This design comes from an exercise in tuning for small area, a short achievable clock period and few clock cycles per item on the open sky130 flow, not from production work. Where RTL was checked, it was by simulation tests only, not by an equivalence proof against the original. Power is estimated from default activity; no workload was simulated.

Setup of main:
==> flow/design.v <==
module APB_Slave_or8
(   input       [7:0] sel,
    input       [7:0] d,
    output            y
);
    assign y = |(sel & d);
endmodule
module APB_Slave_nor2
(   input       [1:0] a,
    output            y
);
    assign y = ~|a;
endmodule
module APB_Slave_nand2
(   input       [1:0] a,
    output            y
);
    assign y = ~&a;
endmodule
module APB_Slave_rdbit
(   input       [31:0] sel,
    input       [31:0] d,
    output             q
);
    wire  [3:0] p;                                               
    wire  [1:0] n;                                               
    genvar k;
    generate
        for (k = 0; k < 4; k = k + 1) begin : g8
            APB_Slave_or8 u (.sel(sel[8*k+7:8*k]), .d(d[8*k+7:8*k]), .y(p[k]));
        end
        for (k = 0; k < 2; k = k + 1) begin : g16
            APB_Slave_nor2 u (.a(p[2*k+1:2*k]), .y(n[k]));
        end
    endgenerate
    APB_Slave_nand2 u32 (.a(n), .y(q));
endmodule
module APB_Slave_dec
(   input        [4:0] addr,
    input              wr,                                       
    output      [31:0] rsel,
    output      [31:0] wsel
);
    genvar g;
    generate
        for (g = 0; g < 32; g = g + 1) begin : w
            assign rsel[g] = (addr == g);
            assign wsel[g] = wr && (addr == g);
        end
    endgenerate
endmodule
module APB_Slave#( parameter DWIDTH = 32, AWIDTH = 5)
(   input                                      PCLK,             
    input                                   PRESETn,             
    input                                     PSELx,             
    input                                   PENABLE,             
    input                        [AWIDTH-1:0] PADDR,             
    input                                    PWRITE,             
    input                       [DWIDTH-1:0] PWDATA,             
    output reg                  [DWIDTH-1:0] PRDATA,             
    output                                   PREADY,             
    output                                   PSLVERR             
);
    localparam DEPTH = 2**AWIDTH;
    localparam LANES = 2;
    localparam LW    = DWIDTH / LANES;
    reg           [DWIDTH-1:0] mem_arr[DEPTH-1:0];
    wire          [DWIDTH-1:0] rd_word;
    wire                       wr = PSELx && PENABLE && PWRITE;
    genvar l, g, b;
    generate
        for (l = 0; l < LANES; l = l + 1) begin : lane
            wire [DEPTH-1:0] rsel;                               
            wire [DEPTH-1:0] wsel;                               
            APB_Slave_dec u_dec (.addr(PADDR), .wr(wr), .rsel(rsel), .wsel(wsel));
            for (g = 0; g < DEPTH; g = g + 1) begin : word
                always @(posedge PCLK)
                    if (wsel[g])
                        mem_arr[g][l*LW +: LW] <= PWDATA[l*LW +: LW];
            end
            for (b = l*LW; b < (l+1)*LW; b = b + 1) begin : rd
                wire [DEPTH-1:0] column;
                for (g = 0; g < DEPTH; g = g + 1) begin : col
                    assign column[g] = mem_arr[g][b];
                end
                APB_Slave_rdbit u_bit (.sel(rsel), .d(column), .q(rd_word[b]));
            end
        end
    endgenerate
always @(posedge PCLK)
begin
    PRDATA <= rd_word;
end
    assign PREADY  = 1'b1;
    assign PSLVERR = 1'b0;
endmodule
export LEC_CHECK = 0
export CAP_MARGIN = 20
export CORE_MARGIN = 2
export CORE_UTILIZATION = 65
export CTS_CLUSTER_DIAMETER = 100
export CTS_CLUSTER_SIZE = 24
export SETUP_SLACK_MARGIN = 3.3
export SLEW_MARGIN = 20
export SYNTH_HIERARCHICAL = 1
create_clock -name core_clock -period 5.5 [get_ports {PCLK}]
run.sh (not shown) runs the stock make flow with config.mk's settings and CLKGATE_MAP_FILE= SYNTH_SCRIPT=/design/flow/synth_recipe.tcl, a recipe that flattens the netlist after the stock synthesis.
#### Input delta (the feature branch over main)
==> flow/design.v <==
module APB_Slave_or8
(   input       [7:0] sel,
    input       [7:0] d,
    output            y
);
    assign y = |(sel & d);
endmodule
module APB_Slave_nor2
(   input       [1:0] a,
    output            y
);
    assign y = ~|a;
endmodule
module APB_Slave_nand2
(   input       [1:0] a,
    output            y
);
    assign y = ~&a;
endmodule
module APB_Slave_rdbit
(   input       [31:0] sel,
    input       [31:0] d,
    output             q
);
    wire  [3:0] p;                                               
    wire  [1:0] n;                                               
    genvar k;
    generate
        for (k = 0; k < 4; k = k + 1) begin : g8
            APB_Slave_or8 u (.sel(sel[8*k+7:8*k]), .d(d[8*k+7:8*k]), .y(p[k]));
        end
        for (k = 0; k < 2; k = k + 1) begin : g16
            APB_Slave_nor2 u (.a(p[2*k+1:2*k]), .y(n[k]));
        end
    endgenerate
    APB_Slave_nand2 u32 (.a(n), .y(q));
endmodule
module APB_Slave#( parameter DWIDTH = 32, AWIDTH = 5)
(   input                                      PCLK,             
    input                                   PRESETn,             
    input                                     PSELx,             
    input                                   PENABLE,             
    input                        [AWIDTH-1:0] PADDR,             
    input                                    PWRITE,             
    input                       [DWIDTH-1:0] PWDATA,             
    output reg                  [DWIDTH-1:0] PRDATA,             
    output                                   PREADY,             
    output                                   PSLVERR             
);
    localparam DEPTH = 2**AWIDTH;
    reg           [DWIDTH-1:0] mem_arr[DEPTH-1:0];
    wire           [DEPTH-1:0] word_sel;                         
    wire          [DWIDTH-1:0] rd_word;
    genvar g, b;
    generate
        for (g = 0; g < DEPTH; g = g + 1) begin : dec
            assign word_sel[g] = (PADDR == g);
            always @(posedge PCLK)
                if (PSELx && PENABLE && PWRITE && word_sel[g])
                    mem_arr[g] <= PWDATA;
        end
        for (b = 0; b < DWIDTH; b = b + 1) begin : rd
            wire [DEPTH-1:0] column;
            for (g = 0; g < DEPTH; g = g + 1) begin : col
                assign column[g] = mem_arr[g][b];
            end
            APB_Slave_rdbit u_bit (.sel(word_sel), .d(column), .q(rd_word[b]));
        end
    endgenerate
always @(posedge PCLK)
begin
    PRDATA <= rd_word;
end
    assign PREADY  = 1'b1;
    assign PSLVERR = 1'b0;
endmodule
==> comparison <==
The feature branch reached the final stage; the timing, DRC and antenna checks on its layout passed. Width of the chip in the feature branch is 0.55% lower than in main. The feature branch does worse than main on via count. Going from main to the feature branch, the share of the final layout cell area in multi-input gates was found to have gone down by 0.97 points. Diff main -> the feature branch: part of the power in combinational logic fell 0.3 points; area fraction in compound gates after synthesis did not really move. In terms of placement-stage cell area, the feature branch and main differ only marginally. Min share of layout cells above drive strength 1 across the feature branch and main: the feature branch. In terms of power in the clock group, main and the feature branch differ only marginally. main vs the feature branch, first element of the critical path: PWRITE vs PADDR[0]. Diff main..the feature branch | clock group share of total power | negligible. Diff main..the feature branch | inserted tap cell count | unchanged. Delta (the feature branch minus main): power was more or less identical, via count of the first global-routing pass went down by 300. Run comparison: the feature branch capture point of the worst path PRDATA[14]$_DFF_P_; main capture point of the worst path mem_arr[6][18]$_DFFE_PP_.
Testbench counts of the feature branch, summed over its fixed seeds: cycles 8,184, transfers 4,096.
No functional check of the RTL was part of main.

[re-timing with driven ports]
Ports are ideal in the flow. The routed layouts listed here were re-timed in OpenROAD. Step 1: set_driving_cell puts a clkbuf_16 on PCLK and a buf_2 on each other input, an assumption about the parent block. Step 2 moves the port delays by t, midway between the first and last clock arrival at a register: inputs arrive t later, outputs are due t later. That takes back most of the time a late clock gives input paths. Three values: ideal, step 1, step 2; two values: the first two.
run | t (ns) | setup slack, ns | hold slack, ns
main | 0.681 | 3.165 / 3.186 / 2.513 | 0.589 / 0.589 / 0.589
the feature branch | 0.692 | 3.217 / 3.194 / 2.503 | 0.569 / 0.569 / 0.569
After both steps every run listed still meets setup and hold. For the feature branch, which loses most, drivers alone change the setup slack by -0.023 ns; drivers and shift together by -0.714 ns.
